This design comes from an exercise in tuning for small area and a short achievable clock period on the open sky130 flow, not from production work.
RTL that was checked went through simulation tests only; none was proved equivalent to the original.
Power is estimated from default activity; no workload was simulated.

Design ALU_TOP, start of the top module:
module ALU_TOP (
input  wire [15:0] A ,
input  wire [15:0] B ,
input  wire [3:0]  ALU_FUNC ,
input  wire        CLK ,
output reg  [31:0] Arith_OUT ,
output reg         Carry_OUT ,
output reg         Arith_Flag ,
output reg  [15:0] Logic_OUT ,
output reg         Logic_Flag ,
output reg  [15:0] Shift_OUT ,
output reg         Shift_Flag ,
output reg  [2:0]  CMP_OUT ,
output reg         CMP_Flag
);
wire [3:0] en;
Decoder U0 (.IN(ALU_FUNC[3:2]), .OUT(en));
wire        sub = (en[0] & (ALU_FUNC[1:0] == 2'b01)) | en[2];
wire [16:0] s   = {1'b0, A} + {1'b0, B ^ {16{sub}}} + {16'b0, sub};
wire        lt  = ~s[16];
wire        eq  = (A == B);
wire [31:0] prod;
wire [15:0] quot;
MUL_UNIT U_MUL (.A(A), .B(B), .P(prod));
DIV_UNIT U_DIV (.A(A), .B(B), .Q(quot));
reg [31:0] arith;
always @(*) begin
  case (ALU_FUNC[1:0])
    2'b00: arith = {15'b0, s};
    2'b01: arith = {{16{lt}}, s[15:0]};
    2'b10: arith = prod;
    default: arith = {16'b0, quot};
  endcase
end
wire [15:0] logic_y, shift_y;
wire [2:0]  cmp_y;
LOGIC_UNIT U_LOGIC (.A(A), .B(B), .F(ALU_FUNC[1:0]), .Y(logic_y));
SHIFT_UNIT U_SHIFT (.A(A), .B(B), .F(ALU_FUNC[1:0]), .Y(shift_y));
CMP_UNIT   U_CMP   (.eq(eq), .lt(lt), .F(ALU_FUNC[1:0]), .Y(cmp_y));
always @(posedge CLK) begin
  Arith_OUT  <= en[0] ? arith : 32'b0;
  Carry_OUT  <= en[0] & arith[16];
  Arith_Flag <= en[0];
  Logic_OUT  <= en[1] ? logic_y : 16'b0;
  Logic_Flag <= en[1];
  CMP_OUT    <= en[2] ? cmp_y : 3'b0;
  CMP_Flag   <= en[2];
  Shift_OUT  <= en[3] ? shift_y : 16'b0;
  Shift_Flag <= en[3];
end
endmodule
clock: 105.0 ns
lec_check: 0
abc_clock_period_in_ps: 18000
cap_margin: 20
core_margin: 2
core_utilization: 40
slew_margin: 20
run.sh (not shown) runs the stock make flow with config.mk's settings and CLKGATE_MAP_FILE= SYNTH_SCRIPT=/design/flow/synth_recipe.tcl, a recipe that flattens the netlist after the stock synthesis.
Then changed:
Settings changed: ABC_AREA set to 1, ABC_CLOCK_PERIOD_IN_PS 18000 to not set.
What happened: Utilization goes down by 0.21 points; area after synthesis drops by 1.2%; worst setup slack gains 3.7 ns; first-iteration DRC count climbs by 12%; cell area decreases by 1.1%; flip-flop and latch count stays the same; final cell count goes up by 11%; critical path depth rises by 28; global-route usage is lower by 1.2 points.
Then changed:
Settings changed: ABC_AREA 1 to not set, ABC_CLOCK_PERIOD_IN_PS set to 12000.
Outcome: Worst setup slack got worse by 3.7 ns. Via count rose by 0.37%. Core utilization rose by 0.21 points. Sequential share of layout area barely changes. Cell area rose by 1.1%. First-iteration DRC count fell by 11%. Combinational power rose by about 4%. Synthesized cell count fell by 13%. Global-route usage rose by 1.2 points.
Then changed:
Settings changed: ABC_CLOCK_PERIOD_IN_PS 12000 to not set.
What happened:
- area after synthesis does not change
- via count does not change
- power is unchanged
- global-route usage does not change
- setup slack stays the same
- wire length does not change
- final cell count stays the same
No run of this note included a check of the RTL's function; only the layout flow was run.

* * *

ALU_TOP, a different RTL version from the one above (not shown whole).
For scale: roughly 2700 cells after synthesis, roughly 110 I/O pins.
Design ALU_TOP, start of the top module:
module ALU_TOP (
input  wire [15:0] A ,
input  wire [15:0] B ,
input  wire [3:0]  ALU_FUNC ,
input  wire        CLK ,
output reg  [31:0] Arith_OUT ,
output wire        Carry_OUT ,
output reg         Arith_Flag ,
output reg  [15:0] Logic_OUT ,
output reg         Logic_Flag ,
output reg  [15:0] Shift_OUT ,
output reg         Shift_Flag ,
output reg  [2:0]  CMP_OUT ,
output reg         CMP_Flag
);
export LEC_CHECK = 0
export ABC_AREA = 1
export CAP_MARGIN = 5
export CORE_MARGIN = 2
export CORE_UTILIZATION = 40
export SLEW_MARGIN = 5
create_clock -name core_clock -period 105.0 [get_ports {CLK}]
standard.sh (not shown) runs the stock make flow with config.mk's settings and CLKGATE_MAP_FILE= SYNTH_SCRIPT=/design/flow/synth_recipe.tcl, a recipe that flattens the netlist after the stock synthesis.
==> flow/flow/run.sh <==
#!/bin/bash
# Layout flow: the standard synthesis, then the combinational logic is
# re-mapped (full-adder polarity chosen to save inverters, other cells
# re-mapped by ABC; flip-flops untouched), proven equivalent to the standard
# netlist, and laid out by the standard flow with small port buffers.
set -euo pipefail
F=$PWD/flow
source $F/params.sh
R=$PWD/orfs/results/sky130hd/ALU_TOP/base
export LIB=$FLOW_HOME/platforms/sky130hd/lib/sky130_fd_sc_hd__tt_025C_1v80.lib
export YOSYS=$(command -v yosys || echo /OpenROAD-flow-scripts/tools/install/yosys/bin/yosys)
export YOSYS_ABC=$(command -v yosys-abc || echo $(dirname $YOSYS)/yosys-abc)

bash standard.sh synth > synth.log 2>&1
cp $R/1_2_yosys.v std_synth.v
python3 $F/fixinv.py std_synth.v fixinv1.v $SOFTEN > fixinv1.log 2>&1
RS_IN=$PWD/fixinv1.v RS_OUT=$PWD/resynth.v RS_LIB=$LIB RS_SCRIPT=$F/$ABC_SCRIPT \
  RS_DONT_USE="$(cat $F/dont_use.txt)" RS_CONSTR=$F/abc.constr \
  $YOSYS -c $F/resynth.tcl > resynth.log 2>&1
python3 $F/fixinv.py resynth.v fixinv2.v > fixinv2.log 2>&1
if bash $F/equiv.sh std_synth.v fixinv2.v $PWD/equiv > equiv.log 2>&1; then
  echo "re-mapped netlist proven equivalent" >> equiv.log
  cp fixinv2.v $R/1_2_yosys.v
  rm -f $R/1_synth.odb $R/1_synth.sdc
else
  echo "equivalence not proven: keeping the standard netlist" >> equiv.log
fi
bash standard.sh "${EXTRA[@]}" finish > layout.log 2>&1
==> flow/flow/params.sh <==
ABC_SCRIPT=resynth.abc
SOFTEN="--soften"
EXTRA=("BUFFER_PORTS_ARGS=-buffer_cell sky130_fd_sc_hd__buf_1")
Other scripts of this flow, unchanged in this note and not shown: flow/flow/abc.constr, flow/flow/cutff.py, flow/flow/dont_use.txt, flow/flow/equiv.sh, flow/flow/fixinv.py, flow/flow/resynth.abc, flow/flow/resynth.tcl
Then changed:
- CAP_MARGIN: 5 -> 20
- CTS_CLUSTER_DIAMETER: unset -> 500
- CTS_CLUSTER_SIZE: unset -> 100
- SLEW_MARGIN: 5 -> 20
=> The changed run completed without violations. Final area does not change. Area after synthesis stays the same. Synthesized cell count is unchanged. Wire length stays the same. Via count does not change. Non-clock buffer count does not change. Global-route usage is unchanged.
Then changed:
==> flow/flow/params.sh (replaced) <==
ABC_SCRIPT=resynth.abc
SOFTEN="--soften"
EXTRA=("BUFFER_PORTS_ARGS=-buffer_cell sky130_fd_sc_hd__buf_1" "SETUP_SLACK_MARGIN=72.5" "TNS_END_PERCENT=10")
- CTS_CLUSTER_DIAMETER: 500 -> unset
- CTS_CLUSTER_SIZE: 100 -> unset
=> The new run finished clean; setup slack gets better by 1.8 ns; cell count rose by 3.5%; final area rose by 11%; utilization rose by 4.9 points; combinational power rose by about 4%; die area does not change; non-clock buffer count rose by 117.
Then changed:
==> flow/flow/params.sh (replaced) <==
ABC_SCRIPT=resynth.abc
SOFTEN="--soften"
EXTRA=("BUFFER_PORTS_ARGS=-buffer_cell sky130_fd_sc_hd__buf_1")
What happened: Cell area is lower by 9.7%; area after synthesis stays the same; critical path depth is higher by 28; first-iteration DRC count is lower by 6.2%; power is lower by 3.1%; sequential power stays flat; combinational power is lower by about 4%; routed wire length is lower by 3.4%.
Then changed:
==> flow/flow/params.sh (replaced) <==
ABC_SCRIPT=resynth.abc
SOFTEN="--soften"
EXTRA=("BUFFER_PORTS_ARGS=-buffer_cell sky130_fd_sc_hd__buf_1" "SETUP_SLACK_MARGIN=74" "TNS_END_PERCENT=10")
Effect: Setup slack gains 2.0 ns. Design area came out higher by about 7%. Power came out higher by 2.0%. Routed wire length came out higher by 2.7%. Count of clock-buffer cells in the layout stays the same.

* * *

Another version of the RTL of ALU_TOP (not shown whole).
Size: ~2700 cells after synthesis, about 71 flip-flops.
make LEC_CHECK=0 ABC_AREA=1 CAP_MARGIN=20 CORE_MARGIN=2 CORE_UTILIZATION=65 SLEW_MARGIN=20 finish   # period 105.0 ns
run.sh (not shown) runs the stock make flow with config.mk's settings and CLKGATE_MAP_FILE= SYNTH_SCRIPT=/design/flow/synth_recipe.tcl, a recipe that flattens the netlist after the stock synthesis.
Stock flow here: none of the scripts above is used.
Edit:
- CORE_UTILIZATION: 65 -> 40
- combinational power rises by a few percent
- clock power rises by a few percent
- sequential power stays flat
- cell area rises by a few percent
Edit:
==> flow/flow/run.sh (new file) <==
#!/bin/bash
# Standard layout, unchanged.
set -e
bash standard.sh > standard.log 2>&1
==> flow/standard.sh (new file) <==
#!/bin/bash
# synth_recipe.tcl (not shown) runs the flow's synth.tcl, then flattens the netlist and writes it again
# the make line also repeats each setting of config.mk as NAME=value (left out here)
make -C /OpenROAD-flow-scripts/flow DESIGN_CONFIG=/design/flow/config.mk WORK_HOME=/design/flow/orfs CLKGATE_MAP_FILE= SYNTH_SCRIPT=/design/flow/synth_recipe.tcl "${@:-finish}"
removed: flow/run.sh
What happened: Total power stays the same; area after synthesis does not change; global-route usage does not change; sequential share of layout area is unchanged.

* * *

ALU_TOP, a different RTL version from the one above (not shown whole).
Size: about 2,600 cells after synthesis, roughly 110 I/O pins.
clock: 105.0 ns
lec_check: 0
abc_area: 1
cap_margin: 20
core_margin: 2
core_utilization: 40
slew_margin: 20
standard.sh (not shown) runs the stock make flow with config.mk's settings and CLKGATE_MAP_FILE= SYNTH_SCRIPT=/design/flow/synth_recipe.tcl, a recipe that flattens the netlist after the stock synthesis.
==> flow/flow/run.sh <==
#!/bin/bash
# Layout flow: the standard synthesis, then the combinational logic is
# re-mapped (full-adder polarity chosen to save inverters, other cells
# re-mapped by ABC; flip-flops untouched), proven equivalent to the standard
# netlist, and laid out by the standard flow with small port buffers.
set -euo pipefail
F=$PWD/flow
source $F/params.sh
R=$PWD/orfs/results/sky130hd/ALU_TOP/base
export LIB=$FLOW_HOME/platforms/sky130hd/lib/sky130_fd_sc_hd__tt_025C_1v80.lib
export YOSYS=$(command -v yosys || echo /OpenROAD-flow-scripts/tools/install/yosys/bin/yosys)
export YOSYS_ABC=$(command -v yosys-abc || echo $(dirname $YOSYS)/yosys-abc)

bash standard.sh synth > synth.log 2>&1
cp $R/1_2_yosys.v std_synth.v
python3 $F/fixinv.py std_synth.v fixinv1.v > fixinv1.log 2>&1
RS_IN=$PWD/fixinv1.v RS_OUT=$PWD/resynth.v RS_LIB=$LIB RS_SCRIPT=$F/$ABC_SCRIPT \
  RS_DONT_USE="$(cat $F/dont_use.txt)" RS_CONSTR=$F/abc.constr \
  $YOSYS -c $F/resynth.tcl > resynth.log 2>&1
python3 $F/fixinv.py resynth.v fixinv2.v > fixinv2.log 2>&1
if bash $F/equiv.sh std_synth.v fixinv2.v $PWD/equiv > equiv.log 2>&1; then
  echo "re-mapped netlist proven equivalent" >> equiv.log
  cp fixinv2.v $R/1_2_yosys.v
  rm -f $R/1_synth.odb $R/1_synth.sdc
else
  echo "equivalence not proven: keeping the standard netlist" >> equiv.log
fi
bash standard.sh "${EXTRA[@]}" finish > layout.log 2>&1
==> flow/flow/resynth.abc <==
strash
dc2
dch
map -B 0.9
topo
stime -c
upsize -c
dnsize -c
Other scripts of this flow, unchanged in this note and not shown: flow/flow/abc.constr, flow/flow/cutff.py, flow/flow/dont_use.txt, flow/flow/equiv.sh, flow/flow/fixinv.py, flow/flow/params.sh, flow/flow/resynth.tcl
The starting point finished with timing, DRC and antenna clean.
Change:
==> flow/flow/resynth.abc (replaced) <==
strash
dch
map -B 0.9
topo
stime -c
buffer -c
upsize -c
dnsize -c
Outcome: The changed run went through all stages and came out clean. Sequential power rose by about 2%. Maximum frequency stays flat. Clock power came out higher by 6.6%. Sequential cell count does not change. Synthesized cell count rises by 16%. Cell count climbs by 9.6%. Area after synthesis increases by 11%.

## re-timing with driven ports
How much do the figures lean on ideal ports? The routed layouts below were timed once more, with nothing changed but the port constraints.
Step 1, drivers: a clkbuf_16 drives CLK and a buf_2 each remaining input, both assumed.
Step 2 adds t to the input delays and takes it off the output delays; t is the mean of the earliest and latest rising clock arrival at the registers after step 1. Input paths then give back, and output paths get back, about the clock's delay inside the block.
Three values: no drivers, after step 1, after step 2; two values: the first two.
| run | t (ns) | slack for setup (ns) | clock arrival spread, ns |
|---|---|---|---|
| the first run of note 1 | 0.404 | 63.009 / 63.027 / 62.623 | 0.031 / 0.030 |
| the second run of note 1 | 0.414 | 66.684 / 66.698 / 66.284 | 0.017 / 0.017 |
| the third run of note 1 | 0.404 | 63.009 / 63.027 / 62.623 | 0.031 / 0.030 |
| the fourth run of note 1 | 0.404 | 63.009 / 63.027 / 62.623 | 0.031 / 0.030 |
| the first run of note 2 | 0.398 | 71.247 / 71.275 / 70.877 | 0.015 / 0.016 |
| the second run of note 2 | 0.398 | 71.247 / 71.275 / 70.877 | 0.015 / 0.016 |
| the third run of note 2 | 0.400 | 73.066 / 73.093 / 72.693 | 0.016 / 0.016 |
| the fourth run of note 2 | 0.398 | 71.247 / 71.275 / 70.877 | 0.015 / 0.016 |
| the fifth run of note 2 | 0.399 | 73.244 / 73.272 / 72.873 | 0.015 / 0.015 |
| the first run of note 3 | 0.399 | 65.501 / 65.528 / 65.128 | 0.018 / 0.019 |
| the second run of note 3 | 0.419 | 64.918 / 64.948 / 64.529 | 0.014 / 0.014 |
| the third run of note 3 | 0.419 | 64.918 / 64.948 / 64.529 | 0.014 / 0.014 |
| the first run of note 4 | 0.407 | 71.703 / 71.725 / 71.318 | 0.013 / 0.013 |
| the second run of note 4 | 0.421 | 71.789 / 71.814 / 71.392 | 0.025 / 0.025 |
After both steps every run listed still meets setup and hold. For the second run of note 1, which loses most, drivers alone change the setup slack by +0.014 ns; drivers and shift together by -0.400 ns.
